Source: an optimization exercise on an open RTL-to-GDS flow (aim: small area and a short achievable clock period). Production flows keep margins and buffers that such runs may drop.
At most, simulation tests tie the RTL to the original design; equivalence was not proved.
For runs 6 and 7, only the layout was checked, not whether the RTL still works.
Power figures rest on the tool's default switching activity, not on a simulated workload.

==> design/flow/design.v <==
`timescale 1ns / 1ps
module MITCH_ENC(
    input  [15:0] x,
    output [3:0]  k,
    output [6:0]  f
    );
    wire [15:0] a = {1'b0, x[14:0] ^ {15{x[15]}}};
    wire [3:0] n, h, l;
    genvar i;
    generate
        for (i = 0; i < 4; i = i + 1) begin : nib
            assign n[i] = |a[4*i+3:4*i];
            assign h[i] = a[4*i+3] | a[4*i+2];
            assign l[i] = a[4*i+3] | ~a[4*i+2] & a[4*i+1];
        end
    endgenerate
    wire k3 = n[3] | n[2];
    wire k2 = k3 ? n[3] : n[1];
    wire k1 = k3 ? (k2 ? h[3] : h[2]) : (k2 ? h[1] : h[0]);
    wire k0 = k3 ? (k2 ? l[3] : l[2]) : (k2 ? l[1] : l[0]);
    wire [15:0] b1 = k3 ? a  : {a[7:0],   8'b0};
    wire [15:0] b2 = k2 ? b1 : {b1[11:0], 4'b0};
    wire [15:0] b3 = k1 ? b2 : {b2[13:0], 2'b0};
    wire [15:0] b4 = k0 ? b3 : {b3[14:0], 1'b0};
    assign k = {k3, k2, k1, k0};
    assign f = b4[14:8];
endmodule
module MITCH_IN(
    input  [15:0] x,
    input  [15:0] y,
    output [3:0]  kx,
    output [3:0]  ky,
    output [6:0]  fx,
    output [6:0]  fy,
    output        t
    );
    wire [3:0] kxa, kya;
    wire [6:0] fxa, fya;
    MITCH_ENC ex(.x(x), .k(kxa), .f(fxa));
    MITCH_ENC ey(.x(y), .k(kya), .f(fya));
    wire nzx = |x;
    wire nzy = |y;
    assign kx = kxa & {4{nzy}};
    assign ky = kya & {4{nzx}};
    assign fx = {fxa[6:1], fxa[0] & nzy};
    assign fy = {fya[6:1], fya[0] & nzx};
    assign t  = nzx & nzy & (x[15] ^ y[15]);
endmodule
module MITCH_OUT(
    input  [3:0]  kx,
    input  [3:0]  ky,
    input  [6:0]  fx,
    input  [6:0]  fy,
    output [21:0] m
    );
    wire [3:0] kg = kx & ky;
    wire [3:0] kp = kx ^ ky;
    wire kc1 = kg[0];
    wire kc2 = kg[1] | kp[1] & kg[0];
    wire kc3 = kg[2] | kp[2] & kg[1] | kp[2] & kp[1] & kg[0];
    wire kc4 = kg[3] | kp[3] & kg[2] | kp[3] & kp[2] & kg[1] | kp[3] & kp[2] & kp[1] & kg[0];
    wire [4:0] ks = {kc4, kp ^ {kc3, kc2, kc1, 1'b0}};
    wire [6:0] g0 = fx & fy;
    wire [6:0] p0 = fx ^ fy;
    wire [6:0] g1 = g0 | {p0[6:1] & g0[5:0], 1'b0};
    wire [6:0] p1 = {p0[6:1] & p0[5:0], p0[0]};
    wire [6:0] g2 = g1 | {p1[6:2] & g1[4:0], 2'b0};
    wire [6:0] p2 = {p1[6:2] & p1[4:0], p1[1:0]};
    wire [6:0] g3 = g2 | {p2[6:4] & g2[2:0], 4'b0};
    wire [6:0] s  = p0 ^ {g3[5:0], 1'b0};
    wire       c  = g3[6];
    wire [4:0] ks1 = ks + 5'd1;
    wire [4:0] posa = ks[4]  ? {ks[3], ~ks[3], ks[2:0]}   : {2'b00, ks[3:1]};
    wire [4:0] posb = ks1[4] ? {ks1[3], ~ks1[3], ks1[2:0]} : {2'b00, ks1[3:1]};
    wire [4:0] pos  = c ? posb : posa;
    wire low = c ? ~|ks : ~|ks[4:1];
    wire [7:0]  b   = {1'b1, s};
    wire [8:0]  sa  = pos[0] ? {b, 1'b0} : {1'b0, b};
    wire [10:0] sb  = pos[1] ? {sa, 2'b0} : {2'b0, sa};
    wire [14:0] sc  = pos[2] ? {sb, 4'b0} : {4'b0, sb};
    wire [22:0] sd  = pos[3] ? {sc, 8'b0} : {8'b0, sc};
    wire [29:0] se  = pos[4] ? {sd[13:0], 16'b0} : {7'b0, sd};
    assign m = low ? {14'b0, s[0], 7'b0} : se[28:7];
endmodule
module MITCH_TRUNC_W8(
    input [15:0] x,
    input [15:0] y,
    output [31:0] p
    );
    wire [3:0] kx, ky;
    wire [6:0] fx, fy;
    wire       t;
    wire [21:0] m;
    MITCH_IN  mi(.x(x), .y(y), .kx(kx), .ky(ky), .fx(fx), .fy(fy), .t(t));
    MITCH_OUT mo(.kx(kx), .ky(ky), .fx(fx), .fy(fy), .m(m));
    assign p = {t, t, m ^ {22{t}}, {8{t}}};
endmodule
`timescale 1ns / 1ps
module mult_top(
    input clk,
    input  [15:0] x,
    input  [15:0] y,
    output [31:0] p_out
    );
    wire [3:0] kx, ky;
    wire [6:0] fx, fy;
    wire       t;
    MITCH_IN mi(.x(x), .y(y), .kx(kx), .ky(ky), .fx(fx), .fy(fy), .t(t));
    reg [3:0] kx_r, ky_r;
    reg [6:0] fx_r, fy_r;
    reg       t_r;
    always @(posedge clk) begin
        kx_r <= kx;
        ky_r <= ky;
        fx_r <= fx;
        fy_r <= fy;
        t_r  <= t;
    end
    wire [21:0] m;
    MITCH_OUT mo(.kx(kx_r), .ky(ky_r), .fx(fx_r), .fy(fy_r), .m(m));
    reg [21:0] pm_r;
    reg        ps_r;
    always @(posedge clk) begin
        pm_r <= m;
        ps_r <= t_r;
    end
    assign p_out = {ps_r, ps_r, pm_r ^ {22{ps_r}}, {8{ps_r}}};
endmodule
==> design/flow/flow/run.sh <==
#!/bin/bash
# Standard ORFS flow (the standard.sh) with these changes:
#  - ABC maps with flow/abc.script (area-oriented, no up-sizing), through a
#    copy of the ORFS scripts folder in which only abc_area.script differs;
#  - small adders are left to ABC instead of full/half-adder cells;
set -uo pipefail
cp -r "$FLOW_HOME/scripts" ./scripts
cp flow/abc.script ./scripts/abc_area.script
bash standard.sh SCRIPTS_DIR="$PWD/scripts" ABC_AREA=1 ADDER_MAP_FILE= \
  "BUFFER_PORTS_ARGS=-buffer_cell sky130_fd_sc_hd__buf_1" finish > standard.log 2>&1
==> design/flow/flow/abc.script <==
&get -n
&st
&dch
&nf -a
&put
topo
stime -c
==> design/flow/standard.sh <==
#!/bin/bash
# synth_recipe.tcl (not shown) runs the flow's synth.tcl, then flattens the netlist and writes it again
# the make line also repeats each setting of config.mk as NAME=value (left out here)
make -C /OpenROAD-flow-scripts/flow DESIGN_CONFIG=/design/flow/config.mk WORK_HOME=/design/flow/orfs CLKGATE_MAP_FILE= SYNTH_SCRIPT=/design/flow/synth_recipe.tcl "${@:-finish}"
==> design/flow/config.mk <==
export PLATFORM = sky130hd
export DESIGN_NAME = mult_top
export DESIGN_NICKNAME = mult_top
export VERILOG_FILES = /design/flow/design.v
export SDC_FILE = /design/flow/constraint.sdc
export NUM_CORES = 4
export LEC_CHECK = 0
export CAP_MARGIN = 20
export CORE_MARGIN = 2
export CORE_UTILIZATION = 60
export PLACE_DENSITY = 0.75
export SETUP_SLACK_MARGIN = 2.75
export SLEW_MARGIN = 20
==> design/flow/constraint.sdc <==
create_clock -name core_clock -period 6.3 [get_ports {clk}]
set_input_delay 1.2600 -clock core_clock [delete_from_list [all_inputs] [get_ports {clk}]]
set_output_delay 1.2600 -clock core_clock [all_outputs]
set_load 0.01 [all_outputs]
==> results of run 1 <==
## stage by stage
stage / hold WS, ns / instance area, sq um / utilization (%) / worst slack (ns) / std cells
detailed placement: 0.3185 / 3667 / 67.01 / 1.389 / 534
floorplan: 0.3096 / 3397 / - / 2.692 / 406
global route: 0.3541 / 3877 / 70.85 / 2.676 / 545
finish: 0.3358 / 3877 / 70.85 / 2.848 / 545
global placement: 0.3153 / 3667 / 67.01 / 1.578 / 534
CTS: 0.3381 / 3866 / 70.64 / 2.778 / 545
## logic make-up (layout without fill, tap and decap cells)
kind of cell	after synthesis	after routing	share of synthesized area (%)
AND/OR/NAND/NOR	127	127	18.15
AO/OA/AOI/OAI	103	103	20.07
XOR/XNOR	73	73	18.86
flip-flops	46	46	27.16
multiplexers	42	42	12.62
buffers and inverters	13	80	2.546
adder cells (fa/ha/maj)	2	2	0.5904
## cell usage in the layout, fill, tap and decap left out, drive strengths merged, types with 3 or more instances in the layout
cell type and count:
buf 68, o22ai 9, nand2 31, and3 3
nand4 5, or2 4, o32ai 4, nand3 10
nor2b 5, nand2b 6, dfxtp 46, a31oi 9
nor2 36, a31o 3, xor2 42, mux2 6
a21o 5, a211oi 13, and2 3, nor4 9
clkinv 3, o221ai 6, clkbuf 8, xnor2 31
nor3 8, o211ai 3, mux2i 36, a21oi 25
o21ai 15
## layout make-up
cell class              instances  share of cell area, %
flip-flops and latches         46                  23.75
clock buffers                   6                  1.872
inverters                       3                 0.2904
well taps                      72                  2.323
clock inverters                 1                 0.1936
multi-input cells             347                  64.02
repair buffers                 70                  7.551
## path summary, 6_finish.rpt
check	startpoint	depth (start not counted)	slack [ns]	endpoint
min	t_r	0	0.34	ps_r
max reg2reg	fy_r[4]	9	3.05	pm_r[7]
max	x[15]	9	2.85	fx_r[0]
min reg2reg	t_r	0	0.34	ps_r
## power by group
part | leakage, nW | internal, mW | switching [mW] | total [mW]
Combinational | 1.09 | 0.426 | 0.657 | 1.08
Clock | 0.0373 | 0.0760 | 0.0903 | 0.166
Sequential | 0.384 | 0.385 | 0.0450 | 0.430
## registers in the layout (all words and copies together) (netlist names)
name  flops
pm_r     22
fx_r      7
fy_r      7
kx_r      4
ky_r      4
ps_r      1
t_r       1
## timing repair
action                     4_1_cts  5_1_grt
resized for setup               21        3
pin swaps                        2        0
setup buffers                    4        0
setup endpoints to repair       16       16
## metal layers
layer  track usage (%)  share of wire [%]
met1             25.11                 40
met2             49.07                 54
met3             2.045                3.7
met4             10.69                2.5
met5                 0                  0
## critical path: cells and delay by family
family	cells	cell delay (ns)
compound gates	2	0.57
xor+xnor	1	0.27
buf+inv	1	0.26
mux	1	0.34
simple gates	4	0.94
==> metrics.cfg, run 1 <==
[run_status]
outcome=finished clean

[global_routing]
gr-total-overflow=0
grt_pass1_wl_microns=12600
antenna_found_initial=0
grt_pass1_vias=3047
grt_start_max_net_pins=33
grtUsageTotal_pct=24.35

[clock_tree]
root_buffer=clkbuf_8
clk_pin_slew_ns=0.08
cts.sinks=46
cts_made_buffers=5
insertion_delay_ns=0.29
cts_tree=done
cts_hold_repair.buffers=0
cts_max_level=2
clk_path_buf_depth=2

[die]
io_pins=65
start_util_pct=61.96
core_sq_um=5473
num_rows=27
die_area_sq_um=6269
die_w_microns=79.18
dieHeight_microns=79.18

[detailed_routing]
first_pass_iters=4
drtAntennaViolNets=0
routedWlPerCell_microns=13.63
vias_per_cell=5.919
drcViolationCount=0
vias=3226
drt_wl_total_microns=7427
initialDrtViolationCount=106

[cells_and_area]
multi_input_area_sq_um=2482
drive_gt1_share_pct=5.920
antenna_cells=0
area.growth.synth_to_final_pct=14.35
seq_area_sq_um=920.9
nets=506
num-fill-cells=473

[synthesis]
synth_seq_cells=46
synthFlopType=dfxtp_1
yosys.area.top_type=dfxtp_1
synth.avg_cell_area_sq_um=8.352
syn_nets=439
synth_cell_types=42
synth.most_common_cell=dfxtp_1
netlist_area_sq_um=3391
synthTopCellsByCount=dfxtp_1 (46), xor2_1 (42), mux2i_1 (36), nor2_1 (36)
synth-edff-count=0
synthCells=406
synth_top_area_share_pct=27.16
ys_seq_area_share_pct=27.16
yosys_warnings=1
synth_top_cells_by_area=dfxtp_1 (27%), xor2_1 (11%), mux2i_1 (11%)
async_reset_ff_share_pct=0

[timing]
slew_headroom_pct=51.29
setup_viol=0
finalHoldViolations=0
post-route-min-period_ns=3.452
final_max_slew_viol_count=0
period_share_pct=54.79
fmax_mhz=289.7
worstMarginPinSlew_ns=0.7283
tns_ns=0
skew_ns=0.002251
grt_setup_unrepaired=yes

[critical_path]
cp_slowest_cell=nor4b_2
cp_cell_sequence=clkbuf_4 > xor2_1 > nor4b_2 > nand2b_1 > a311oi_1 > nor2_2 > mux2_1 > nor2b_1 > a211oi_1
crit_required_ns=6.51
critical_path_class=input pin to flip-flop
worst_setup_path_start_kind=input pin
crit_arrival_ns=3.66
crit_path_max_fanout=19
cp_slowest_stage_delay_ns=0.44
cp-end-kind=flip-flop

[power_and_ir_drop]
power_density_nw_per_um2=433.2
ir_drop_v=0.0002347
p_leak_nw=1.514
p_total_mw=1.680

[place]
io_buffers=64
gp_congestion=0.9218
hpwlAfterDp_microns=5769

[min_path]
holdCritPathClass=flip-flop to flip-flop

[run]
drv_cap=0

==> run 2: changes to the inputs <==
--- a/design/flow/config.mk
+++ b/design/flow/config.mk
@@ -8,6 +8,7 @@
 export CAP_MARGIN = 20
 export CORE_MARGIN = 2
-export CORE_UTILIZATION = 60
-export PLACE_DENSITY = 0.75
-export SETUP_SLACK_MARGIN = 2.75
+export CORE_UTILIZATION = 70
+export CTS_BUF_LIST = sky130_fd_sc_hd__clkbuf_4 sky130_fd_sc_hd__clkbuf_8
+export PLACE_DENSITY = 0.8
+export SETUP_SLACK_MARGIN = 3.0
 export SLEW_MARGIN = 20
==> run 2 against run 1 <==
Compared with the run above:
- via count rose by 6.1%
- cell area grew 2.3%
- count of clock-buffer cells in the layout rose by 2
- core utilization grew 14 points
- maximum frequency up 7.2%
- largest cell class unchanged
- synthesized area did not move
- final cell count down 2.9%
- clock skew rose by 0.0036 ns
- first-iteration DRC count grew 130%
==> metrics.cfg, run 2 <==
[run_status]
outcome=finished clean  ; unchanged

[cells_and_area]
reg.largest.list=pm_r (22), fx_r (7), fy_r (7)  ; unchanged
drive_gt1_share_pct=8.842  ; was 5.920%
largest_register=pm_r  ; unchanged
mostFrequentLayoutCell=buf_1  ; unchanged
final_cell_mix=buf_1 (62), dfxtp_1 (46), xor2_1 (42)  ; unchanged
area.growth.synth_to_final_pct=16.94  ; was 14.35%
antenna_cells=0  ; unchanged
largest_reg_flops=22  ; unchanged
nets=507  ; was 506

[clock_tree]
clk_pin_slew_ns=0.08  ; about the same
cts_hold_repair.buffers=0  ; unchanged
cts_tree=done  ; unchanged
cts_max_level=2  ; unchanged
insertion_delay_ns=0.29  ; about the same
cts.sinks=46  ; unchanged
clk_path_buf_depth=2  ; unchanged
cts_made_buffers=5  ; unchanged
root_buffer=clkbuf_8  ; unchanged

[synthesis]
async_reset_ff_share_pct=0  ; unchanged
synth.avg_cell_area_sq_um=8.352  ; unchanged
ys_seq_area_share_pct=27.16  ; unchanged
synthTopCellsByCount=dfxtp_1 (46), xor2_1 (42), mux2i_1 (36), nor2_1 (36)  ; unchanged
synth_seq_cells=46  ; unchanged
yosys.area.top_type=dfxtp_1  ; unchanged
syn_nets=439  ; unchanged
synth_top_area_share_pct=27.16  ; unchanged
yosys_warnings=1  ; unchanged
netlist_area_sq_um=3391  ; unchanged
synth_top_cells_by_area=dfxtp_1 (27%), xor2_1 (11%), mux2i_1 (11%)  ; unchanged
synth-edff-count=0  ; unchanged
synthFlopType=dfxtp_1  ; unchanged
synthCells=406  ; unchanged
synth_cell_types=42  ; unchanged
synth.most_common_cell=dfxtp_1  ; unchanged

[critical_path]
worst_setup_path_start_kind=flip-flop  ; was input pin
crit_path_max_fanout=12  ; was 19
cp-end-kind=flip-flop  ; unchanged
critical_path_class=flip-flop to flip-flop  ; was input pin to flip-flop
crit_required_ns=6.51  ; about the same
cp_cell_sequence=nand2_1 > o21ai_1 > maj3_1 > a211o_2 > mux2_2 > nand2b_1 > mux2_1 > mux2_1 > o221ai_1  ; was clkbuf_4 > xor2_1 > nor4b_2 > nand2b_1 > a311oi_1 > nor2_2 > mux2_1 > nor2b_1 > a211oi_1
cp_top_family=multiplexers  ; was simple AND/OR/NAND/NOR gates
cp_slowest_cell=mux2_2  ; was nor4b_2
r2r_setup_slack_ns=3.08  ; was 3.05 ns
cp_slowest_stage_delay_ns=0.49  ; was 0.44 ns
crit_buf_inv=0  ; was 1
crit_top_cell=mux2_1
crit_arrival_ns=3.43  ; was 3.66 ns

[detailed_routing]
first_pass_iters=5  ; was 4
initialDrtViolationCount=244  ; was 106
vias_per_cell=6.471  ; was 5.919
drt_wl_total_microns=8355  ; was 7427 microns
vias=3423  ; was 3226
routedWlPerCell_microns=15.79  ; was 13.63 microns
drcViolationCount=0  ; unchanged
drtAntennaViolNets=0  ; unchanged

[global_routing]
grt_pass1_vias=3109  ; was 3047
gr-total-overflow=0  ; unchanged
grt_start_max_net_pins=33  ; unchanged
grtUsageTotal_pct=29.70  ; was 24.35%
antenna_found_initial=0  ; unchanged
grt_pass1_wl_microns=12930  ; was 12600 microns

[timing]
period_share_pct=51.12  ; was 54.79%
grt_setup_unrepaired=yes  ; unchanged
tns_ns=0  ; unchanged
final_max_slew_viol_count=0  ; unchanged
fmax_mhz=310.5  ; was 289.7 MHz
slew_headroom_pct=52.60  ; was 51.29%
holdWs_ns=0.3606  ; was 0.3358 ns
setup_viol=0  ; unchanged
post-route-min-period_ns=3.221  ; was 3.452 ns
skew_ns=0.005888  ; was 0.002251 ns
worstMarginPinSlew_ns=0.7088  ; was 0.7283 ns
finalHoldViolations=0  ; unchanged

[die]
die_area_sq_um=5417  ; was 6269 sq um
io_pins=65  ; unchanged
core_sq_um=4692  ; was 5473 sq um
num_rows=25  ; was 27
die_w_microns=73.60  ; was 79.18 microns
start_util_pct=72.27  ; was 61.96%
dieHeight_microns=73.60  ; was 79.18 microns

[run]
drv_cap=0  ; unchanged

[power_and_ir_drop]
power_density_nw_per_um2=452.0  ; was 433.2 nW/um^2
p_leak_nw=1.558  ; was 1.514 nW
ir_drop_v=0.0001922  ; was 0.0002347 V
p_total_mw=1.792  ; was 1.680 mW

[place]
hpwlAfterDp_microns=5820  ; was 5769 microns
gp_congestion=0.9181  ; was 0.9218
io_buffers=64  ; unchanged

[min_path]
holdCritPathClass=flip-flop to flip-flop  ; unchanged

==> run 2: area by class of cell <==
| type | instances | area [sq um] |
|---|---|---|
| multi-input cells | 348 | 2555 |
| flip-flops and latches | 46 | 920.9 |
| fillers | 289 | 726.9 |
| repair buffers | 70 | 300.3 |
| clock buffers | 8 | 110.1 |
| well taps | 54 | 67.56 |
| inverters | 3 | 11.26 |
==> run 2: cells by family after synthesis <==
family | Yosys count | synth area share, %
AOI/OAI and AO/OA | 103 | 20.07
xor gates and xnor gates | 73 | 18.86
adders and majority gates | 2 | 0.5904
buffers and inverters | 13 | 2.546
DFF | 46 | 27.16
muxes | 42 | 12.62
and+or+nand+nor | 127 | 18.15
==> run 2: worst paths after layout <==
| kind | cells after the start | startpoint | endpoint |
|---|---|---|---|
| max | 9 | fy_r[0] | pm_r[7] |
| min | 0 | t_r | ps_r |
| min reg2reg | 0 | t_r | ps_r |
| max reg2reg | 9 | fy_r[0] | pm_r[7] |
==> run 2: per-stage QoR <==
step                instance area [sq um]  worst slack [ns]  std cells  utilization (%)
CTS                                  3857             3.001        527            82.21
detailed placement                   3666             1.704        516            78.13
finish                               3965             3.079        529            84.51
global placement                     3666             1.756        516            78.13
floorplan                            3418             2.906        406                -
global route                         3965             2.913        529            84.51
==> run 2: what timing repair did <==
| item | 4_1_cts | 5_1_grt |
|---|---|---|
| endpoints found under the setup margin | 22 | 30 |
| setup buffers | 3 | 1 |
| pin swaps | 2 | 3 |
| cloned | 0 | 1 |
| gates resized for setup | 19 | 17 |
==> run 2: metal layers <==
metal / vias up / global-route usage (%) / part of all wire, %
li1: 1633 / - / -
met5: - / 0 / 0
met3: 38 / 2.743 / 5.6
met2: 205 / 56.85 / 53
met1: 1547 / 30.99 / 38
met4: 0 / 16.97 / 3.8
==> run 2: power breakdown <==
part | internal, mW | switching, mW
clock network | 0.111 | 0.0906
logic | 0.438 | 0.722
registers | 0.385 | 0.0460
total | 0.934 | 0.859
==> run 3: changes to the inputs <==
--- a/design/flow/config.mk
+++ b/design/flow/config.mk
@@ -9,5 +9,7 @@
 export CORE_MARGIN = 2
 export CORE_UTILIZATION = 70
-export CTS_BUF_LIST = sky130_fd_sc_hd__clkbuf_4 sky130_fd_sc_hd__clkbuf_8
+export CTS_BUF_LIST = sky130_fd_sc_hd__clkbuf_4
+export CTS_CLUSTER_DIAMETER = 60
+export CTS_CLUSTER_SIZE = 12
 export PLACE_DENSITY = 0.8
 export SETUP_SLACK_MARGIN = 3.0
==> run 3 against run 2 <==
Compared with the run above:
- highest routed layer unchanged
- combinational power hardly changed
- synthesized area stayed put
- total power is 6.2% lower
- via count is 2.7% lower
- wire length is 7.0% lower
- worst setup slack better by 0.072 ns
- die area stayed put
- synthesized cell count stayed put
- still clean on timing, DRC and antenna
- cell area is 2.2% lower
- sequential cell count stayed put
- maximum frequency is 2.3% higher
==> metrics.cfg, run 3 <==
[cells_and_area]
reg.largest.list=pm_r (22), fx_r (7), fy_r (7)  ; unchanged
mostFrequentLayoutCell=buf_1  ; unchanged
drive_gt1_share_pct=7.983  ; was 8.842%
largest_reg_flops=22  ; unchanged
final_cell_mix=buf_1 (62), dfxtp_1 (46), xor2_1 (42)  ; unchanged
largest_register=pm_r  ; unchanged
area.growth.synth_to_final_pct=14.32  ; was 16.94%
fin_util_pct=82.61  ; was 84.51%
antenna_cells=0  ; unchanged
nets=508  ; was 507

[min_path]
holdCritPathClass=flip-flop to flip-flop  ; unchanged

[die]
io_pins=65  ; unchanged
dieHeight_microns=73.60  ; unchanged
core_sq_um=4692  ; unchanged
die_area_sq_um=5417  ; unchanged
die_w_microns=73.60  ; unchanged
start_util_pct=72.27  ; unchanged
num_rows=25  ; unchanged

[clock_tree]
clk_pin_slew_ns=0.12  ; was 0.08 ns
cts_made_buffers=5  ; unchanged
insertion_delay_ns=0.36  ; was 0.29 ns
cts_tree=done  ; unchanged
cts.sinks=46  ; unchanged
clk_path_buf_depth=2  ; unchanged
cts_max_level=2  ; unchanged
root_buffer=clkbuf_4  ; was clkbuf_8

[global_routing]
grt_pass1_wl_microns=12060  ; was 12930 microns
antenna_found_initial=0  ; unchanged
grt_start_max_net_pins=33  ; unchanged
grtUsageTotal_pct=27.79  ; was 29.70%
gr-total-overflow=0  ; unchanged
grt_pass1_vias=2940  ; was 3109

[detailed_routing]
routedWlPerCell_microns=14.65  ; was 15.79 microns
drtAntennaViolNets=0  ; unchanged
drt_wl_total_microns=7766  ; was 8355 microns
first_pass_iters=5  ; unchanged
vias_per_cell=6.283  ; was 6.471
vias=3330  ; was 3423
drcViolationCount=0  ; unchanged
initialDrtViolationCount=198  ; was 244

[power_and_ir_drop]
p_seq_share_pct=25.5  ; was 24.1%
pwr-share-clk_pct=7.5  ; was 11.2%
switching_share_pct=48.79  ; was 47.90%
ir_drop_v=0.0001919  ; was 0.0001922 V
power_density_nw_per_um2=433.6  ; was 452.0 nW/um^2
p_leak_nw=1.523  ; was 1.558 nW
p_comb_share_pct=67.0  ; was 64.7%
p_int_mw=0.8608  ; was 0.9336 mW
p_sw_mw=0.8200  ; was 0.8585 mW

[critical_path]
crit_required_ns=6.61  ; was 6.51 ns
crit_path_max_fanout=17  ; was 12
crit_buf_inv=1  ; was 0
cp-end-kind=flip-flop  ; unchanged
cp_top_family=simple AND/OR/NAND/NOR gates  ; was multiplexers
worst_setup_path_start_kind=input pin  ; was flip-flop
crit_arrival_ns=3.46  ; was 3.43 ns
cp_cell_sequence=buf_4 > xnor2_2 > nand4_1 > nand3b_1 > a21oi_1 > nor2_1 > o21ai_0 > a21bo_2 > mux2_1 > nor2_1  ; was nand2_1 > o21ai_1 > maj3_1 > a211o_2 > mux2_2 > nand2b_1 > mux2_1 > mux2_1 > o221ai_1
crit_top_cell=nor2_1  ; was mux2_1
cp_slowest_stage_delay_ns=0.35  ; was 0.49 ns
critical_path_class=input pin to flip-flop  ; was flip-flop to flip-flop
cp_slowest_cell=mux2_1  ; was mux2_2

[synthesis]
synth.most_common_cell=dfxtp_1  ; unchanged
synthFlopType=dfxtp_1  ; unchanged
synthXorXnorAreaFrac_pct=18.86  ; unchanged
synthMuxAreaShare_pct=12.62  ; unchanged
yosys.area.top_type=dfxtp_1  ; unchanged
netlist_area_sq_um=3391  ; unchanged
yosys_warnings=1  ; unchanged
yosys.area_share.adder_pct=0.5904  ; unchanged
synth-simple-area-share_pct=18.15  ; unchanged
synth_top_area_share_pct=27.16  ; unchanged
synthCells=406  ; unchanged
ys_seq_area_share_pct=27.16  ; unchanged
synth.avg_cell_area_sq_um=8.352  ; unchanged
synth_top_cells_by_area=dfxtp_1 (27%), xor2_1 (11%), mux2i_1 (11%)  ; unchanged
synth_seq_cells=46  ; unchanged
synth_top_family_by_area=compound AO/OA/AOI/OAI gates  ; unchanged
synth-compound-area-share_pct=20.07  ; unchanged
synthTopCellsByCount=dfxtp_1 (46), xor2_1 (42), mux2i_1 (36), nor2_1 (36)  ; unchanged
async_reset_ff_share_pct=0  ; unchanged
synth-edff-count=0  ; unchanged
syn_nets=439  ; unchanged
synth_cell_types=42  ; unchanged

[timing]
setup_viol=0  ; unchanged
slew_headroom_pct=51.23  ; was 52.60%
final_max_slew_viol_count=0  ; unchanged
finalHoldViolations=0  ; unchanged
skew_ns=0.009610  ; was 0.005888 ns
tns_ns=0  ; unchanged
worstMarginPinSlew_ns=0.7292  ; was 0.7088 ns
fmax_mhz=317.6  ; was 310.5 MHz
grt_setup_unrepaired=yes  ; unchanged
period_share_pct=49.98  ; was 51.12%
post-route-min-period_ns=3.149  ; was 3.221 ns

[run_status]
outcome=finished clean  ; unchanged

[place]
io_buffers=64  ; unchanged
hpwlAfterDp_microns=5820  ; unchanged
gp_congestion=0.9181  ; unchanged

[run]
drv_cap=0  ; unchanged

==> run 3: path summary, 6_finish.rpt <==
| path | depth (start not counted) | from | end | slack, ns |
|---|---|---|---|---|
| worst min-delay path | 0 | t_r | ps_r | 0.36 |
| worst min register to register | 0 | t_r | ps_r | 0.36 |
| worst max register to register | 9 | fy_r[0] | pm_r[7] | 3.22 |
| worst max-delay path | 10 | y[15] | fy_r[0] | 3.15 |
==> run 3: stage by stage <==
stage	power [mW]	setup WS (ns)	std cells	hold slack, ns	area (sq um)
finish	1.681	3.151	530	0.3613	3876
CTS	1.634	3.022	527	0.3581	3789
global placement	1.456	1.756	516	0.3351	3666
floorplan	1.264	2.906	406	0.3096	3418
detailed placement	1.498	1.704	516	0.3349	3666
global route	1.795	2.968	530	0.3700	3876
==> run 3: cell type report <==
cell class / instances / area, sq um
Tap cell: 54 / 67.56
Fill cell: 311 / 815.8
Inverter: 3 / 11.26
Sequential cell: 46 / 920.9
Clock buffer: 5 / 37.54
Clock inverter: 3 / 11.26
Multi-Input combinational cell: 348 / 2524
Timing Repair Buffer: 71 / 304.0
==> run 3: what timing repair did <==
item                       CTS  global route
hold buffers                 0             0
pin swaps                    2             4
buffers inserted             3             2
resized for setup           18            13
cloned                       0             1
setup endpoints to repair   20            16
==> run 3: cells by family after synthesis <==
logic type	count (synthesis)
DFF	46
AOI/OAI and AO/OA	103
buffers and inverters	13
xor gates and xnor gates	73
muxes	42
adders and majority gates	2
and+or+nand+nor	127
==> run 3: power by group through the flow <==
stage               logic (mW)  clock network, mW  registers [mW]
CTS                       1.08              0.125           0.428
finish                    1.13              0.127           0.428
global placement          1.02                  0           0.431
detailed placement        1.06                  0           0.435
global route              1.22              0.138           0.437
floorplan                0.831                  0           0.433
==> run 3: metal layers <==
| layer | part of all wire (%) | track usage, % | vias up |
|---|---|---|---|
| met2 | 52 | 53.87 | 168 |
| met1 | 39 | 28.87 | 1494 |
| met4 | 3.2 | 12.53 | 0 |
| met3 | 5.9 | 4.115 | 29 |
| met5 | 0 | 0 | - |
| li1 | - | - | 1639 |
==> run 4: changes to the inputs <==
--- a/design/flow/config.mk
+++ b/design/flow/config.mk
@@ -10,7 +10,5 @@
 export CORE_UTILIZATION = 70
 export CTS_BUF_LIST = sky130_fd_sc_hd__clkbuf_4
-export CTS_CLUSTER_DIAMETER = 60
-export CTS_CLUSTER_SIZE = 12
 export PLACE_DENSITY = 0.8
-export SETUP_SLACK_MARGIN = 3.0
+export SETUP_SLACK_MARGIN = 2.9
 export SLEW_MARGIN = 20
==> run 4 against run 3 <==
Compared with the run above:
- still clean on timing, DRC and antenna
- clock skew shrank 0.0034 ns
- combinational power is essentially flat
- non-clock buffer count shrank 1
- hold slack is essentially flat
- core utilization grew 0.16 points
- register-to-register slack lost 0.22 ns
- final cell count shrank 0.19%
- via count shrank 0.27%
- cell area grew 0.19%
- sequential cell count is the same
- critical endpoint unchanged
- largest cell class unchanged
- largest power group unchanged
==> metrics.cfg, run 4 <==
[detailed_routing]
drtAntennaViolNets=0  ; unchanged
first_pass_iters=5  ; unchanged
initialDrtViolationCount=152  ; was 198
vias=3321  ; was 3330
drt_wl_total_microns=7773  ; was 7766 microns
routedWlPerCell_microns=14.69  ; was 14.65 microns
drcViolationCount=0  ; unchanged
vias_per_cell=6.278  ; was 6.283

[place]
gp_congestion=0.9181  ; unchanged
hpwlAfterDp_microns=5820  ; unchanged
placement.cell_area_sq_um=3666  ; unchanged
io_buffers=64  ; unchanged

[clock_tree]
insertion_delay_ns=0.36  ; about the same
cts_max_level=2  ; unchanged
cts_made_buffers=5  ; unchanged
cts_tree=done  ; unchanged
clk_path_buf_depth=2  ; unchanged
cts.sinks=46  ; unchanged
clk_pin_slew_ns=0.12  ; about the same
root_buffer=clkbuf_4  ; unchanged

[cells_and_area]
largest_register=pm_r  ; unchanged
area.growth.synth_to_final_pct=14.54  ; was 14.32%
final_cell_mix=buf_1 (62), dfxtp_1 (46), xor2_1 (42)  ; unchanged
reg.largest.list=pm_r (22), fx_r (7), fy_r (7)  ; unchanged
design_area_sq_um=3884  ; was 3876 sq um
nets=507  ; was 508
seq_area_sq_um=920.9  ; unchanged
largest_reg_flops=22  ; unchanged
drive_gt1_share_pct=7.579  ; was 7.983%
multi_input_area_sq_um=2542  ; was 2524 sq um
antenna_cells=0  ; unchanged
mostFrequentLayoutCell=buf_1  ; unchanged
num-fill-cells=312  ; was 311

[global_routing]
grt_pass1_vias=2949  ; was 2940
grt_start_max_net_pins=33  ; unchanged
grt_pass1_wl_microns=12010  ; was 12060 microns
grtUsageTotal_pct=27.73  ; was 27.79%
gr-total-overflow=0  ; unchanged
antenna_found_initial=0  ; unchanged

[synthesis]
synth_top_cells_by_area=dfxtp_1 (27%), xor2_1 (11%), mux2i_1 (11%)  ; unchanged
synthTopCellsByCount=dfxtp_1 (46), xor2_1 (42), mux2i_1 (36), nor2_1 (36)  ; unchanged
yosys.area.top_type=dfxtp_1  ; unchanged
yosys_warnings=1  ; unchanged
synth_cell_types=42  ; unchanged
ys_seq_area_share_pct=27.16  ; unchanged
synth.avg_cell_area_sq_um=8.352  ; unchanged
synth_seq_cells=46  ; unchanged
async_reset_ff_share_pct=0  ; unchanged
synth.most_common_cell=dfxtp_1  ; unchanged
synthCells=406  ; unchanged
synthFlopType=dfxtp_1  ; unchanged
synth-edff-count=0  ; unchanged
netlist_area_sq_um=3391  ; unchanged
syn_nets=439  ; unchanged
synth_top_area_share_pct=27.16  ; unchanged

[timing]
fmax_mhz=300.9  ; was 317.6 MHz
post-route-min-period_ns=3.323  ; was 3.149 ns
setup_viol=0  ; unchanged
grt_setup_unrepaired=yes  ; unchanged
period_share_pct=52.75  ; was 49.98%
worstMarginPinSlew_ns=0.7096  ; was 0.7292 ns
skew_ns=0.006258  ; was 0.009610 ns
slew_headroom_pct=52.54  ; was 51.23%
tns_ns=0  ; unchanged
final_max_slew_viol_count=0  ; unchanged
finalHoldViolations=0  ; unchanged

[run_status]
outcome=finished clean  ; unchanged

[critical_path]
worst_setup_path_start_kind=input pin  ; unchanged
crit_buf_inv=1  ; unchanged
crit_arrival_ns=3.63  ; was 3.46 ns
critical_path_class=input pin to flip-flop  ; unchanged
cp-end-kind=flip-flop  ; unchanged
crit_path_max_fanout=17  ; unchanged
cp_top_family=compound AO/OA/AOI/OAI gates  ; was simple AND/OR/NAND/NOR gates
cp_slowest_cell=a21bo_1  ; was mux2_1
cp_slowest_stage_delay_ns=0.38  ; was 0.35 ns
cp_cell_sequence=clkbuf_4 > xnor2_2 > nand4_1 > nand3b_1 > a21oi_1 > nor2_1 > o21ai_0 > a21bo_1 > mux2_1 > nor2_1  ; was buf_4 > xnor2_2 > nand4_1 > nand3b_1 > a21oi_1 > nor2_1 > o21ai_0 > a21bo_2 > mux2_1 > nor2_1
crit_top_cell=nor2_1  ; unchanged
crit_required_ns=6.60  ; was 6.61 ns

[die]
dieHeight_microns=73.60  ; unchanged
die_w_microns=73.60  ; unchanged
io_pins=65  ; unchanged
core_sq_um=4692  ; unchanged
die_area_sq_um=5417  ; unchanged
start_util_pct=72.27  ; unchanged
num_rows=25  ; unchanged

[power_and_ir_drop]
power_density_nw_per_um2=431.7  ; was 433.6 nW/um^2
p_leak_nw=1.527  ; was 1.523 nW
ir_drop_v=0.0001921  ; was 0.0001919 V

[min_path]
holdCritPathClass=flip-flop to flip-flop  ; unchanged

[run]
drv_cap=0  ; unchanged

[run 4: through the flow]
step / util (%) / hold WS [ns] / worst slack [ns] / cells / power (mW)
after global routing: 82.77 / 0.3700 / 2.848 / 529 / 1.792
after detailed placement: 78.13 / 0.3349 / 1.704 / 516 / 1.498
final: 82.77 / 0.3609 / 2.977 / 529 / 1.677
after floorplan: - / 0.3096 / 2.906 / 406 / 1.264
after CTS: 80.61 / 0.3581 / 2.928 / 527 / 1.632
after global placement: 78.13 / 0.3351 / 1.756 / 516 / 1.456
[run 4: cell families after synthesis]
| group | count (synthesis) | share of synthesized area (%) |
|---|---|---|
| AO/OA/AOI/OAI | 103 | 20.07 |
| XOR/XNOR | 73 | 18.86 |
| adder cells (fa/ha/maj) | 2 | 0.5904 |
| buffers and inverters | 13 | 2.546 |
| flip-flops | 46 | 27.16 |
| multiplexers | 42 | 12.62 |
| AND/OR/NAND/NOR | 127 | 18.15 |
[run 4: final cells by class]
type | instances | share of cell area (%)
tap | 54 | 1.740
sequential | 46 | 23.71
clock inverter | 3 | 0.2899
timing repair buffer | 70 | 7.539
multi-input combinational | 348 | 65.46
clock buffer | 5 | 0.9665
inverter | 3 | 0.2899
[run 4: power by group]
group | switching [mW] | internal (mW)
Clock | 0.0851 | 0.0398
Combinational | 0.690 | 0.433
Sequential | 0.0435 | 0.385
[run 4: path summary, 6_finish.rpt]
path                               from       to  slack (ns)  cells after the start
worst max-delay path              y[15]  fy_r[0]        2.98                     10
worst min-delay path                t_r     ps_r        0.36                      0
worst max register to register  fy_r[0]  pm_r[7]        3.00                      9
worst min register to register      t_r     ps_r        0.36                      0
[run 4: worst reg2reg max path, stage by stage, from the launching register on]
cell,delay (ns)
dfxtp_1,0.40
nand2_1,0.11
o21ai_1,0.29
maj3_1,0.32
a211o_1,0.42
mux2_1,0.56
nand2b_1,0.24
mux2_1,0.35
mux2_1,0.34
o221ai_1,0.20
[run 4: repair_timing]
action | CTS | global route
gates resized for setup | 14 | 16
hold buffers | 0 | 0
pin swaps | 2 | 5
endpoints found under the hold margin | 0 | 0
buffers inserted | 3 | 1
setup endpoints to repair | 17 | 22
gates cloned | 0 | 1
[run 4: layer usage]
| metal | vias up | part of all wire (%) | global-route usage, % |
|---|---|---|---|
| li1 | 1644 | - | - |
| met1 | 1493 | 39 | 28.37 |
| met2 | 154 | 52 | 53.77 |
| met3 | 30 | 5.3 | 4.115 |
| met4 | 0 | 3.6 | 13.54 |
| met5 | - | 0 | 0 |
==> run 5: changes to the inputs <==
--- a/design/flow/config.mk
+++ b/design/flow/config.mk
@@ -8,7 +8,7 @@
 export CAP_MARGIN = 20
 export CORE_MARGIN = 2
-export CORE_UTILIZATION = 70
+export CORE_UTILIZATION = 75
 export CTS_BUF_LIST = sky130_fd_sc_hd__clkbuf_4
-export PLACE_DENSITY = 0.8
-export SETUP_SLACK_MARGIN = 2.9
+export PLACE_DENSITY = 0.85
+export SETUP_SLACK_MARGIN = 3.0
 export SLEW_MARGIN = 20
==> run 5 against run 4 <==
Compared with the run above:
- combinational power grew 4%
- core utilization is 9.2 points higher
- critical path depth is the same
- count of clock-buffer cells in the layout grew 2
- worst setup slack improved by 0.016 ns
- clock skew about the same
- sequential share of layout area fell by 0.70 points
- register-to-register slack improved by 0.21 ns
- clock power grew 42%
- sequential cell count stayed put
- sequential power rose by 1%
- synthesized cell count unchanged
- highest routed layer unchanged
==> metrics.cfg, run 5 <==
[run_status]
outcome=finished clean  ; unchanged

[clock_tree]
cts_max_level=2  ; unchanged
cts_tree=done  ; unchanged
insertion_delay_ns=0.36  ; about the same
cts_hold_repair.buffers=0  ; unchanged
cts_made_buffers=5  ; unchanged
root_buffer=clkbuf_4  ; unchanged
clk_pin_slew_ns=0.11  ; was 0.12 ns
cts.sinks=46  ; unchanged
clk_path_buf_depth=2  ; unchanged

[critical_path]
crit_required_ns=6.59  ; was 6.60 ns
cp-end-kind=flip-flop  ; unchanged
critical_path_class=input pin to flip-flop  ; unchanged
cp_slowest_cell=xnor2_1  ; was a21bo_1
crit_path_max_fanout=17  ; unchanged
cp_slowest_stage_delay_ns=0.36  ; was 0.38 ns
worst_setup_path_start_kind=input pin  ; unchanged
cp_cell_sequence=buf_6 > xnor2_1 > nand3_1 > a21o_2 > nor3_1 > a21oi_2 > a21oi_4 > mux2i_1 > mux2_1 > nor2_1  ; was clkbuf_4 > xnor2_2 > nand4_1 > nand3b_1 > a21oi_1 > nor2_1 > o21ai_0 > a21bo_1 > mux2_1 > nor2_1
cp_top_family=compound AO/OA/AOI/OAI gates  ; unchanged
crit_buf_inv=1  ; unchanged
crit_arrival_ns=3.60  ; was 3.63 ns

[cells_and_area]
drive_gt1_share_pct=10.90  ; was 7.579%
mostFrequentLayoutCell=buf_1  ; unchanged
nets=509  ; was 507
final_cell_mix=buf_1 (62), dfxtp_1 (46), xor2_1 (38)  ; was buf_1 (62), dfxtp_1 (46), xor2_1 (42)
antenna_cells=0  ; unchanged
num-fill-cells=174  ; was 312
reg.largest.list=pm_r (22), fx_r (7), fy_r (7)  ; unchanged
seq_area_sq_um=920.9  ; unchanged
fin_cells=529  ; unchanged
design_area_sq_um=4003  ; was 3884 sq um
area.growth.synth_to_final_pct=18.04  ; was 14.54%
largest_reg_flops=22  ; unchanged
largest_register=pm_r  ; unchanged
fin_util_pct=91.93  ; was 82.77%
multi_input_area_sq_um=2608  ; was 2542 sq um

[place]
hpwlAfterDp_microns=5981  ; was 5820 microns
gp_congestion=0.9622  ; was 0.9181
io_buffers=64  ; unchanged
placed_cells=514  ; was 516
placement.cell_area_sq_um=3664  ; was 3666 sq um

[timing]
worstMarginPinSlew_ns=0.6893  ; was 0.7096 ns
final_max_slew_viol_count=0  ; unchanged
skew_ns=0.005780  ; was 0.006258 ns
post-route-min-period_ns=3.307  ; was 3.323 ns
finalHoldViolations=0  ; unchanged
slew_headroom_pct=53.90  ; was 52.54%
fmax_mhz=302.4  ; was 300.9 MHz
period_share_pct=52.50  ; was 52.75%
tns_ns=0  ; unchanged
setup_viol=0  ; unchanged
holdWs_ns=0.3532  ; was 0.3609 ns
grt_setup_unrepaired=yes  ; unchanged

[synthesis]
yosys_warnings=1  ; unchanged
async_reset_ff_share_pct=0  ; unchanged
synth_top_cells_by_area=dfxtp_1 (27%), xor2_1 (11%), mux2i_1 (11%)  ; unchanged
synth.most_common_cell=dfxtp_1  ; unchanged
yosys.area.top_type=dfxtp_1  ; unchanged
netlist_area_sq_um=3391  ; unchanged
ys_seq_area_share_pct=27.16  ; unchanged
synth_top_area_share_pct=27.16  ; unchanged
synthTopCellsByCount=dfxtp_1 (46), xor2_1 (42), mux2i_1 (36), nor2_1 (36)  ; unchanged
synthCells=406  ; unchanged
synth.avg_cell_area_sq_um=8.352  ; unchanged
syn_nets=439  ; unchanged
synth_seq_cells=46  ; unchanged
synth-edff-count=0  ; unchanged
synthFlopType=dfxtp_1  ; unchanged
synth_cell_types=42  ; unchanged

[global_routing]
gr-total-overflow=0  ; unchanged
grt_pass1_vias=3241  ; was 2949
met2_usage_pct=64.92  ; was 53.77%
grt_start_max_net_pins=33  ; unchanged
busiest_layer=met2  ; unchanged
met1_usage_pct=32.68  ; was 28.37%
use_met3_pct=5.485  ; was 4.115%
grtUsageTotal_pct=33.23  ; was 27.73%
grt_pass1_wl_microns=13740  ; was 12010 microns
antenna_found_initial=0  ; unchanged

[detailed_routing]
drcViolationCount=0  ; unchanged
first_pass_iters=8  ; was 5
vias_per_cell=6.758  ; was 6.278
drt_wl_total_microns=9358  ; was 7773 microns
routedWlPerCell_microns=17.69  ; was 14.69 microns
vias=3575  ; was 3321
initialDrtViolationCount=310  ; was 152
drtAntennaViolNets=0  ; unchanged

[power_and_ir_drop]
power_density_nw_per_um2=442.7  ; was 431.7 nW/um^2
ir_drop_v=0.0002310  ; was 0.0001921 V
p_leak_nw=1.572  ; was 1.527 nW

[die]
io_pins=65  ; unchanged
num_rows=24  ; was 25
start_util_pct=77.87  ; was 72.27%
dieHeight_microns=71.24  ; was 73.60 microns
die_area_sq_um=5075  ; was 5417 sq um
die_w_microns=71.24  ; was 73.60 microns
core_sq_um=4354  ; was 4692 sq um

[run]
drv_cap=0  ; unchanged

[min_path]
holdCritPathClass=flip-flop to flip-flop  ; unchanged

[run 5: cell counts after synthesis]
No cell type changed its count.
[run 5: cell families (layout without fill, tap and decap cells)]
kind of cell / Yosys count / count (layout) / share of synthesized area (%)
AOI/OAI and AO/OA: 103 / 104 / 20.07
xor gates and xnor gates: 73 / 73 / 18.86
adders and majority gates: 2 / 2 / 0.5904
buffers and inverters: 13 / 83 / 2.546
DFF: 46 / 46 / 27.16
muxes: 42 / 42 / 12.62
and+or+nand+nor: 127 / 127 / 18.15
[run 5: routing by layer]
metal  wire (microns)  part of all wire (%)
met1             3256                    35
met4              427                   4.6
met5                0                     0
met2             4956                    53
met3              718                   7.7
[run 5: power breakdown]
| group | total, mW | leakage [nW] | internal (mW) | switching, mW |
|---|---|---|---|---|
| sequential | 0.433 | 0.384 | 0.385 | 0.0482 |
| combinational | 1.16 | 1.14 | 0.441 | 0.721 |
| clock | 0.177 | 0.0463 | 0.0928 | 0.0845 |
| total | 1.77 | 1.57 | 0.918 | 0.854 |
[run 5: cell type report]
type	instances	share of cell area, %
multi-input cells	348	65.15
repair buffers	72	7.877
flip-flops and latches	46	23.01
inverters	3	0.2813
clock inverters	1	0.7502
clock buffers	7	1.313
well taps	52	1.626
[run 5: metrics by stage]
step / worst slack [ns] / power, mW
2_1_floorplan: 2.906 / 1.264
3_3_place_gp: 1.817 / 1.450
3_5_place_dp: 1.630 / 1.495
4_1_cts: 3.035 / 1.706
5_1_grt: 2.814 / 1.880
6_report: 2.993 / 1.772
[run 5: worst paths after layout]
kind,slack (ns),startpoint,end,depth (start not counted)
worst min register to register,0.35,t_r,ps_r,0
worst min-delay path,0.35,t_r,ps_r,0
worst max-delay path,2.99,y[15],fy_r[0],10
worst max register to register,3.21,kx_r[0],pm_r[7],9
[run 5: repair_timing]
| item | CTS | global route |
|---|---|---|
| gates cloned | 0 | 1 |
| gates resized for setup | 19 | 25 |
| endpoints found under the setup margin | 19 | 29 |
| buffers inserted | 4 | 2 |
| pin swaps | 2 | 6 |
==> run 6: changes to the inputs <==
--- a/design/flow/design.v
+++ b/design/flow/design.v
@@ -54,25 +54,9 @@
     output [21:0] m
     );
-    wire [3:0] kg = kx & ky;
-    wire [3:0] kp = kx ^ ky;
-    wire kc1 = kg[0];
-    wire kc2 = kg[1] | kp[1] & kg[0];
-    wire kc3 = kg[2] | kp[2] & kg[1] | kp[2] & kp[1] & kg[0];
-    wire kc4 = kg[3] | kp[3] & kg[2] | kp[3] & kp[2] & kg[1] | kp[3] & kp[2] & kp[1] & kg[0];
-    wire [4:0] ks = {kc4, kp ^ {kc3, kc2, kc1, 1'b0}};
-    wire [6:0] g0 = fx & fy;
-    wire [6:0] p0 = fx ^ fy;
-    wire [6:0] g1 = g0 | {p0[6:1] & g0[5:0], 1'b0};
-    wire [6:0] p1 = {p0[6:1] & p0[5:0], p0[0]};
-    wire [6:0] g2 = g1 | {p1[6:2] & g1[4:0], 2'b0};
-    wire [6:0] p2 = {p1[6:2] & p1[4:0], p1[1:0]};
-    wire [6:0] g3 = g2 | {p2[6:4] & g2[2:0], 4'b0};
-    wire [6:0] s  = p0 ^ {g3[5:0], 1'b0};
-    wire       c  = g3[6];
-    wire [4:0] ks1 = ks + 5'd1;
-    wire [4:0] posa = ks[4]  ? {ks[3], ~ks[3], ks[2:0]}   : {2'b00, ks[3:1]};
-    wire [4:0] posb = ks1[4] ? {ks1[3], ~ks1[3], ks1[2:0]} : {2'b00, ks1[3:1]};
-    wire [4:0] pos  = c ? posb : posa;
-    wire low = c ? ~|ks : ~|ks[4:1];
+    wire [11:0] sum = {1'b0, kx, fx} + {1'b0, ky, fy};
+    wire [4:0]  e   = sum[11:7];
+    wire [6:0]  s   = sum[6:0];
+    wire [4:0] pos = e[4] ? {e[3], ~e[3], e[2:0]} : {2'b00, e[3:1]};
+    wire low = ~|e[4:1];
     wire [7:0]  b   = {1'b1, s};
     wire [8:0]  sa  = pos[0] ? {b, 1'b0} : {1'b0, b};
@@ -81,5 +65,5 @@
     wire [22:0] sd  = pos[3] ? {sc, 8'b0} : {8'b0, sc};
     wire [29:0] se  = pos[4] ? {sd[13:0], 16'b0} : {7'b0, sd};
-    assign m = low ? {14'b0, s[0], 7'b0} : se[28:7];
+    assign m = {se[28:15], se[14] | low & s[0], se[13:8], se[7] & ~low};
 endmodule
 module MITCH_TRUNC_W8(
==> design/flow/flow/abc.script (replaced) <==
strash
dch
map -a
topo
stime -c
--- a/design/flow/config.mk
+++ b/design/flow/config.mk
@@ -8,7 +8,6 @@
 export CAP_MARGIN = 20
 export CORE_MARGIN = 2
-export CORE_UTILIZATION = 75
-export CTS_BUF_LIST = sky130_fd_sc_hd__clkbuf_4
-export PLACE_DENSITY = 0.85
+export CORE_UTILIZATION = 65
+export PLACE_DENSITY = 0.8
 export SETUP_SLACK_MARGIN = 3.0
 export SLEW_MARGIN = 20
==> run 6 against run 5 <==
Compared with the run above:
- still clean
- clock skew grew 0.013 ns
- largest power group unchanged
- hold slack worse by 0.0010 ns
- non-clock buffer count grew 16
- clock power up 28%
- die area increased by 14%
==> metrics.cfg, run 6 <==
[cells_and_area]
multi_input_area_sq_um=2509  ; was 2608 sq um
nets=643  ; was 509
reg.largest.list=pm_r (22), fx_r (7), fy_r (7)  ; unchanged
num-fill-cells=277  ; was 174
largest_reg_flops=22  ; unchanged
antenna_cells=0  ; unchanged
largest_register=pm_r  ; unchanged
mostFrequentLayoutCell=nor2_1  ; was buf_1
area.growth.synth_to_final_pct=29.15  ; was 18.04%
final_cell_mix=nor2_1 (81), nand2_1 (69), buf_1 (62)  ; was buf_1 (62), dfxtp_1 (46), xor2_1 (38)
drive_gt1_share_pct=20.29  ; was 10.90%
seq_area_sq_um=923.4  ; was 920.9 sq um
design_area_sq_um=4357  ; was 4003 sq um

[critical_path]
path_depth=17  ; was 10
crit_required_ns=6.55  ; was 6.59 ns
cp_cell_sequence=and2_2 > nor2_2 > a21oi_1 > o31ai_2 > a211oi_1 > clkinv_1 > nand2_1 > o21ai_4 > inv_4 > nand2_1 > o21ai_4 > clkinvlp_4 > o21ai_0 > o21ai_1 > nand2_1 > o21ai_2 > nor2_1  ; was buf_6 > xnor2_1 > nand3_1 > a21o_2 > nor3_1 > a21oi_2 > a21oi_4 > mux2i_1 > mux2_1 > nor2_1
crit_top_cell=nand2_1
cp_top_family=compound AO/OA/AOI/OAI gates  ; unchanged
cp_slowest_stage_delay_ns=0.44  ; was 0.36 ns
cp-endpoint=pm_r[19]  ; was fy_r[0]
crit_buf_inv=3  ; was 1
reg2reg_from=fx_r[2]  ; was kx_r[0]
cp_slowest_cell=o21ai_0  ; was xnor2_1
timing.rr.end=pm_r[19]  ; was pm_r[7]
ff2ff_path_depth=17  ; was 9
crit_arrival_ns=3.69  ; was 3.60 ns
r2r_setup_slack_ns=2.87  ; was 3.21 ns
worst_setup_path_start_kind=flip-flop  ; was input pin
crit_path_max_fanout=7  ; was 17
cp-startpoint=fx_r[2]  ; was y[15]
critical_path_class=flip-flop to flip-flop  ; was input pin to flip-flop
cp-end-kind=flip-flop  ; unchanged

[global_routing]
antenna_found_initial=0  ; unchanged
grt_pass1_wl_microns=14730  ; was 13740 microns
gr-total-overflow=0  ; unchanged
grtUsageTotal_pct=30.39  ; was 33.23%
grt_pass1_vias=3376  ; was 3241
grt_start_max_net_pins=33  ; unchanged

[synthesis]
synth_cell_types=29  ; was 42
synth.most_common_cell=nor2_1  ; was dfxtp_1
synthXorXnorAreaFrac_pct=14.28  ; was 18.86%
synthTopCellsByCount=nor2_1 (97), nand2_1 (81), clkinv_1 (66)  ; was dfxtp_1 (46), xor2_1 (42), mux2i_1 (36), nor2_1 (36)
synth_top_family_by_area=simple AND/OR/NAND/NOR gates  ; was compound AO/OA/AOI/OAI gates
syn_nets=555  ; was 439
ys_seq_area_share_pct=27.30  ; was 27.16%
synth_seq_cells=46  ; unchanged
synth-compound-area-share_pct=21.11  ; was 20.07%
synthFlopType=dfxtp_1  ; unchanged
yosys.area.top_type=dfxtp_1  ; unchanged
synthCells=522  ; was 406
synth_top_area_share_pct=27.30  ; was 27.16%
synth.avg_cell_area_sq_um=6.462  ; was 8.352 sq um
yosys_warnings=1  ; unchanged
yosys.area_share.adder_pct=0  ; was 0.5904%
async_reset_ff_share_pct=0  ; unchanged
synth_top_cells_by_area=dfxtp_1 (27%), xor2_1 (11%), nor2_1 (11%)  ; was dfxtp_1 (27%), xor2_1 (11%), mux2i_1 (11%)
synthMuxAreaShare_pct=2.077  ; was 12.62%
netlist_area_sq_um=3373  ; was 3391 sq um
synth-edff-count=0  ; unchanged
synth-simple-area-share_pct=25.67  ; was 18.15%

[detailed_routing]
vias_per_cell=6.026  ; was 6.758
routedWlPerCell_microns=16.56  ; was 17.69 microns
drtAntennaViolNets=0  ; unchanged
drcViolationCount=0  ; unchanged
first_pass_iters=7  ; was 8
initialDrtViolationCount=355  ; was 310
vias=4104  ; was 3575
drt_wl_total_microns=11280  ; was 9358 microns

[run]
drv_cap=0  ; unchanged

[die]
die_w_microns=76.04  ; was 71.24 microns
die_area_sq_um=5782  ; was 5075 sq um
io_pins=65  ; unchanged
dieHeight_microns=76.04  ; was 71.24 microns
num_rows=26  ; was 24
core_sq_um=5042  ; was 4354 sq um
start_util_pct=66.90  ; was 77.87%

[power_and_ir_drop]
power_density_nw_per_um2=444.0  ; was 442.7 nW/um^2
p_leak_nw=1.724  ; was 1.572 nW
ir_drop_v=0.0002975  ; was 0.0002310 V

[place]
hpwlAfterDp_microns=6104  ; was 5981 microns
io_buffers=64  ; unchanged
placement.cell_area_sq_um=3670  ; was 3664 sq um
gp_congestion=0.9697  ; was 0.9622

[clock_tree]
clk_pin_slew_ns=0.10  ; was 0.11 ns
cts_made_buffers=5  ; unchanged
root_buffer=clkbuf_8  ; was clkbuf_4
clk_path_buf_depth=2  ; unchanged
cts.sinks=46  ; unchanged
insertion_delay_ns=0.32  ; was 0.36 ns
cts_tree=done  ; unchanged
cts_max_level=2  ; unchanged

[timing]
slew_headroom_pct=46.85  ; was 53.90%
grt_setup_unrepaired=yes  ; unchanged
worstMarginPinSlew_ns=0.7912  ; was 0.6893 ns
skew_ns=0.01883  ; was 0.005780 ns
fmax_mhz=291.1  ; was 302.4 MHz
finalHoldViolations=0  ; unchanged
final_max_slew_viol_count=0  ; unchanged
period_share_pct=54.52  ; was 52.50%
setup_viol=0  ; unchanged
post-route-min-period_ns=3.435  ; was 3.307 ns
tns_ns=0  ; unchanged

[run_status]
outcome=finished clean  ; unchanged

[min_path]
holdCritPathClass=flip-flop to flip-flop  ; unchanged

run 6: cell types whose count changed after synthesis, moves of 19 or more:
cell      before  now
clkinv_1       3   66
nor2_1        36   97
nand2_1       31   81
o21ai_0       15   64
mux2i_1       36    7
xnor2_1       31   12
run 6: stage by stage:
stage	hold slack [ns]	utilization [%]	setup slack, ns	instances	power [mW]
2_1_floorplan	0.3096	-	2.963	522	1.075
3_3_place_gp	0.3096	72.78	1.597	647	1.251
3_5_place_dp	0.3324	72.78	1.512	647	1.274
4_1_cts	0.3516	79.83	2.899	667	1.567
5_1_grt	0.3540	86.40	2.569	681	2.029
6_report	0.3522	86.40	2.865	681	1.935
run 6: repair_timing:
action | 4_1_cts | 5_1_grt
pin swaps | 8 | 14
buffers inserted | 10 | 13
resized for setup | 51 | 83
hold buffers | 0 | 0
cloned | 2 | 1
setup endpoints to repair | 41 | 39
run 6: worst min path at each step:
stage,startpoint,to,slack [ns],cells past startpoint
finish,t_r,ps_r,0.35,0
global route,t_r,ps_r,0.35,0
CTS,t_r,ps_r,0.35,0
detailed placement,t_r,ps_r,0.33,0
global placement,t_r,ps_r,0.31,0
floorplan,t_r,ps_r,0.31,0
run 6: power breakdown:
part / leakage [nW] / internal [mW] / switching [mW] / total [mW]
logic: 1.28 / 0.428 / 0.850 / 1.28
clock network: 0.0585 / 0.119 / 0.108 / 0.227
registers: 0.383 / 0.381 / 0.0487 / 0.430
total: 1.72 / 0.928 / 1.01 / 1.93
run 6: cell type report:
cell class / count / area share, %
clock buffer: 5 / 1.580
tap: 70 / 2.010
sequential: 46 / 21.19
clock inverter: 3 / 1.005
timing repair buffer: 88 / 10.25
inverter: 66 / 6.376
multi-input combinational: 403 / 57.58
run 6: cell families (layout without fill, tap and decap cells):
group / count (synthesis) / in the layout
mux: 7 / 7
buf+inv: 76 / 162
xor+xnor: 55 / 55
compound gates: 126 / 129
simple gates: 212 / 212
flops: 46 / 46
run 6: metal layers:
layer  GRT usage [%]  routed length [microns]  part of all wire (%)
met1           35.06                     4090                    36
met2           56.25                     5618                    50
met3           3.791                      812                   7.2
met4           13.27                      759                   6.7
met5               0                        0                     0
==> run 7: changes to the inputs <==
==> design/flow/flow/abc.script (replaced) <==
&get -n
&st
&dch
&nf -a
&put
topo
stime -c
--- a/design/flow/config.mk
+++ b/design/flow/config.mk
@@ -10,4 +10,4 @@
 export CORE_UTILIZATION = 65
 export PLACE_DENSITY = 0.8
-export SETUP_SLACK_MARGIN = 3.0
+export SETUP_SLACK_MARGIN = 2.75
 export SLEW_MARGIN = 20
==> run 7 against run 6 <==
Compared with the run above:
- first-iteration DRC count is 28% lower
- largest power group unchanged
- synthesized area is 1.9% lower
- sequential share of layout area is 2.5 points higher
- critical endpoint is now fy_r[0]
- total power is 8.8% lower
- cell area is 11% lower
- synthesized cell count is 22% lower
- wire length is 24% lower
- hold slack worse by 0.012 ns
- via count is 18% lower
- final cell count is 20% lower
- combinational power is 13% lower
- maximum frequency is 0.65% lower
==> metrics.cfg, run 7 <==
[run_status]
outcome=finished clean  ; unchanged

[die]
dieHeight_microns=75.34  ; was 76.04 microns
die_w_microns=75.34  ; was 76.04 microns
die_area_sq_um=5676  ; was 5782 sq um
num_rows=25  ; was 26
start_util_pct=68.68  ; was 66.90%
core_sq_um=4817  ; was 5042 sq um
io_pins=65  ; unchanged

[critical_path]
worst_setup_path_start_kind=input pin  ; was flip-flop
cp-end-kind=flip-flop  ; unchanged
cp_slowest_cell=or4_4  ; was o21ai_0
critical_path_class=input pin to flip-flop  ; was flip-flop to flip-flop
cp_cell_sequence=buf_8 > xor2_1 > or4_4 > or2_1 > o21ai_2 > nand3_2 > a31oi_4 > mux2i_1 > mux2_1 > nor2_1  ; was and2_2 > nor2_2 > a21oi_1 > o31ai_2 > a211oi_1 > clkinv_1 > nand2_1 > o21ai_4 > inv_4 > nand2_1 > o21ai_4 > clkinvlp_4 > o21ai_0 > o21ai_1 > nand2_1 > o21ai_2 > nor2_1
crit_arrival_ns=3.70  ; was 3.69 ns
cp_slowest_stage_delay_ns=0.59  ; was 0.44 ns
crit_required_ns=6.54  ; was 6.55 ns
crit_path_max_fanout=20  ; was 7

[clock_tree]
cts_max_level=2  ; unchanged
cts_tree=done  ; unchanged
root_buffer=clkbuf_8  ; unchanged
insertion_delay_ns=0.31  ; was 0.32 ns
clk_pin_slew_ns=0.08  ; was 0.10 ns
clk_path_buf_depth=2  ; unchanged
cts.sinks=46  ; unchanged
cts_made_buffers=5  ; unchanged

[power_and_ir_drop]
power_density_nw_per_um2=453.9  ; was 444.0 nW/um^2
ir_drop_v=0.0002105  ; was 0.0002975 V
p_leak_nw=1.505  ; was 1.724 nW

[global_routing]
grtUsageTotal_pct=31.14  ; was 30.39%
grt_pass1_wl_microns=13780  ; was 14730 microns
antenna_found_initial=0  ; unchanged
grt_start_max_net_pins=33  ; unchanged
grt_pass1_vias=3111  ; was 3376
gr-total-overflow=0  ; unchanged

[detailed_routing]
drcViolationCount=0  ; unchanged
vias_per_cell=6.191  ; was 6.026
initialDrtViolationCount=255  ; was 355
drt_wl_total_microns=8598  ; was 11280 microns
vias=3374  ; was 4104
first_pass_iters=5  ; was 7
drtAntennaViolNets=0  ; unchanged
routedWlPerCell_microns=15.78  ; was 16.56 microns

[timing]
worstMarginPinSlew_ns=0.7355  ; was 0.7912 ns
final_max_slew_viol_count=0  ; unchanged
period_share_pct=54.88  ; was 54.52%
setup_viol=0  ; unchanged
tns_ns=0  ; unchanged
fmax_mhz=289.2  ; was 291.1 MHz
grt_setup_unrepaired=no  ; was yes
holdWs_ns=0.3401  ; was 0.3522 ns
post-route-min-period_ns=3.457  ; was 3.435 ns
slew_headroom_pct=50.45  ; was 46.85%
finalHoldViolations=0  ; unchanged
skew_ns=0.01102  ; was 0.01883 ns

[synthesis]
synth_top_family_by_area=XOR/XNOR gates  ; was simple AND/OR/NAND/NOR gates
synth.most_common_cell=xor2_1  ; was nor2_1
synthFlopType=dfxtp_1  ; unchanged
synthTopCellsByCount=xor2_1 (48), dfxtp_1 (46), nor2_1 (41)  ; was nor2_1 (97), nand2_1 (81), clkinv_1 (66)
yosys.area.top_type=dfxtp_1  ; unchanged
yosys_warnings=1  ; unchanged
synthMuxAreaShare_pct=13.12  ; was 2.077%
netlist_area_sq_um=3308  ; was 3373 sq um
synthCells=406  ; was 522
synth.avg_cell_area_sq_um=8.148  ; was 6.462 sq um
synth_top_area_share_pct=27.84  ; was 27.30%
synth_seq_cells=46  ; unchanged
ys_seq_area_share_pct=27.84  ; was 27.30%
async_reset_ff_share_pct=0  ; unchanged
synth_top_cells_by_area=dfxtp_1 (28%), xor2_1 (13%), mux2i_1 (12%)  ; was dfxtp_1 (27%), xor2_1 (11%), nor2_1 (11%)
synth-edff-count=0  ; unchanged
synthXorXnorAreaFrac_pct=19.86  ; was 14.28%
yosys.area_share.adder_pct=0  ; unchanged
syn_nets=439  ; was 555
synth-simple-area-share_pct=18.08  ; was 25.67%
synth_cell_types=40  ; was 29
synth-compound-area-share_pct=18.61  ; was 21.11%

[cells_and_area]
nets=510  ; was 643
num-fill-cells=352  ; was 277
mostFrequentLayoutCell=buf_1  ; was nor2_1
design_area_sq_um=3886  ; was 4357 sq um
largest_reg_flops=22  ; unchanged
largest_register=pm_r  ; unchanged
area.growth.synth_to_final_pct=17.47  ; was 29.15%
reg.largest.list=pm_r (22), fx_r (7), fy_r (7)  ; unchanged
antenna_cells=0  ; unchanged
fin_cells=545  ; was 681
final_cell_mix=buf_1 (62), xor2_1 (48), dfxtp_1 (46)  ; was nor2_1 (81), nand2_1 (69), buf_1 (62)
drive_gt1_share_pct=7.741  ; was 20.29%

[place]
placement.cell_area_sq_um=3592  ; was 3670 sq um
io_buffers=64  ; unchanged
hpwlAfterDp_microns=6166  ; was 6104 microns
placed_cells=529  ; was 647
gp_congestion=0.9540  ; was 0.9697

[min_path]
holdCritPathClass=flip-flop to flip-flop  ; unchanged

[run]
drv_cap=0  ; unchanged

-- run 7: where the power goes --
| group | switching, mW | internal (mW) | leakage [nW] |
|---|---|---|---|
| Combinational | 0.692 | 0.414 | 1.07 |
| Clock | 0.0981 | 0.118 | 0.0514 |
| Sequential | 0.0531 | 0.389 | 0.384 |
-- run 7: final timing paths --
kind | slack [ns] | startpoint | end | depth (start not counted)
setup reg to reg | 2.97 | fx_r[2] | pm_r[2] | 10
hold reg to reg | 0.34 | t_r | ps_r | 0
hold / removal | 0.34 | t_r | ps_r | 0
setup / recovery | 2.84 | y[15] | fy_r[0] | 10
-- run 7: cells by family (layout without fill, tap and decap cells) --
kind of cell,Yosys count,after routing
XOR/XNOR,75,75
AO/OA/AOI/OAI,100,101
multiplexers,43,43
buffers and inverters,12,83
AND/OR/NAND/NOR,130,130
flip-flops,46,46
-- run 7: routing by layer --
layer  routed length [microns]  GRT usage, %
met1                      3317         34.01
met3                       500         6.217
met4                       311         16.18
met2                      4470         56.62
met5                         0             0
-- run 7: cell type report --
| class | instances | area (sq um) | share of cell area (%) |
|---|---|---|---|
| timing repair buffer | 73 | 335.3 | 8.628 |
| inverter | 2 | 7.507 | 0.1932 |
| sequential | 46 | 920.9 | 23.70 |
| multi-input combinational | 349 | 2429 | 62.49 |
| tap | 67 | 83.83 | 2.157 |
| clock buffer | 6 | 72.57 | 1.867 |
| clock inverter | 2 | 37.54 | 0.9659 |
-- run 7: worst max-delay path: cells and delay by family --
family          cells  cell delay (ns)
mux                 2             0.44
buf+inv             1             0.15
simple gates        4             1.11
compound gates      2             0.54
xor+xnor            1             0.18
-- run 7: metrics by stage --
step                worst slack [ns]  total power, mW  util [%]
floorplan                      2.735            1.240         -
global route                   2.701            1.895     80.68
detailed placement             1.573            1.470     74.57
CTS                            2.766            1.702     78.42
finish                         2.843            1.764     80.68
global placement               1.694            1.428     74.57
-- run 7: timing repair --
action	CTS	global route
buffers inserted	1	6
hold buffers	0	0
gates resized for setup	19	13
pin swaps	2	3
hold endpoints to repair	0	0
setup endpoints to repair	18	30
gates cloned	1	0

==> afterwards: timing with drivers on the ports <==
No port has a modelled driver above. Below, the same layouts with a new extraction and two added sets of constraints. Step 1, drivers: a clkbuf_16 drives clk and a buf_2 each remaining input, both assumed. Step 2 also shifts input and output timing later by t, the mid clock arrival at the registers, as if the neighbouring blocks saw the same clock. Slacks: no drivers / after step 1 / after step 2; pairs: no drivers / after step 1.
run	shift t [ns]	slack for setup (ns)	latest minus earliest clock arrival (ns)	worst data-port slew with drivers (ns)	cell pins on the clock port's net
run 1	0.314	2.848 / 2.853 / 2.539	0.002 / 0.003	0.03	1
run 2	0.315	3.079 / 3.075 / 2.760	0.006 / 0.006	0.04	1
run 3	0.374	3.151 / 3.153 / 2.779	0.010 / 0.010	0.04	1
run 4	0.374	2.977 / 2.979 / 2.605	0.006 / 0.006	0.03	1
run 5	0.382	2.993 / 2.990 / 2.609	0.006 / 0.005	0.04	1
run 6	0.334	2.865 / 2.865 / 2.730	0.019 / 0.019	0.05	1
run 7	0.330	2.843 / 2.834 / 2.504	0.011 / 0.011	0.05	1
After both steps setup and hold are still met in every run listed. The setup slack of run 5, which loses most, moves by -0.003 ns with the drivers and by -0.384 ns with both steps.
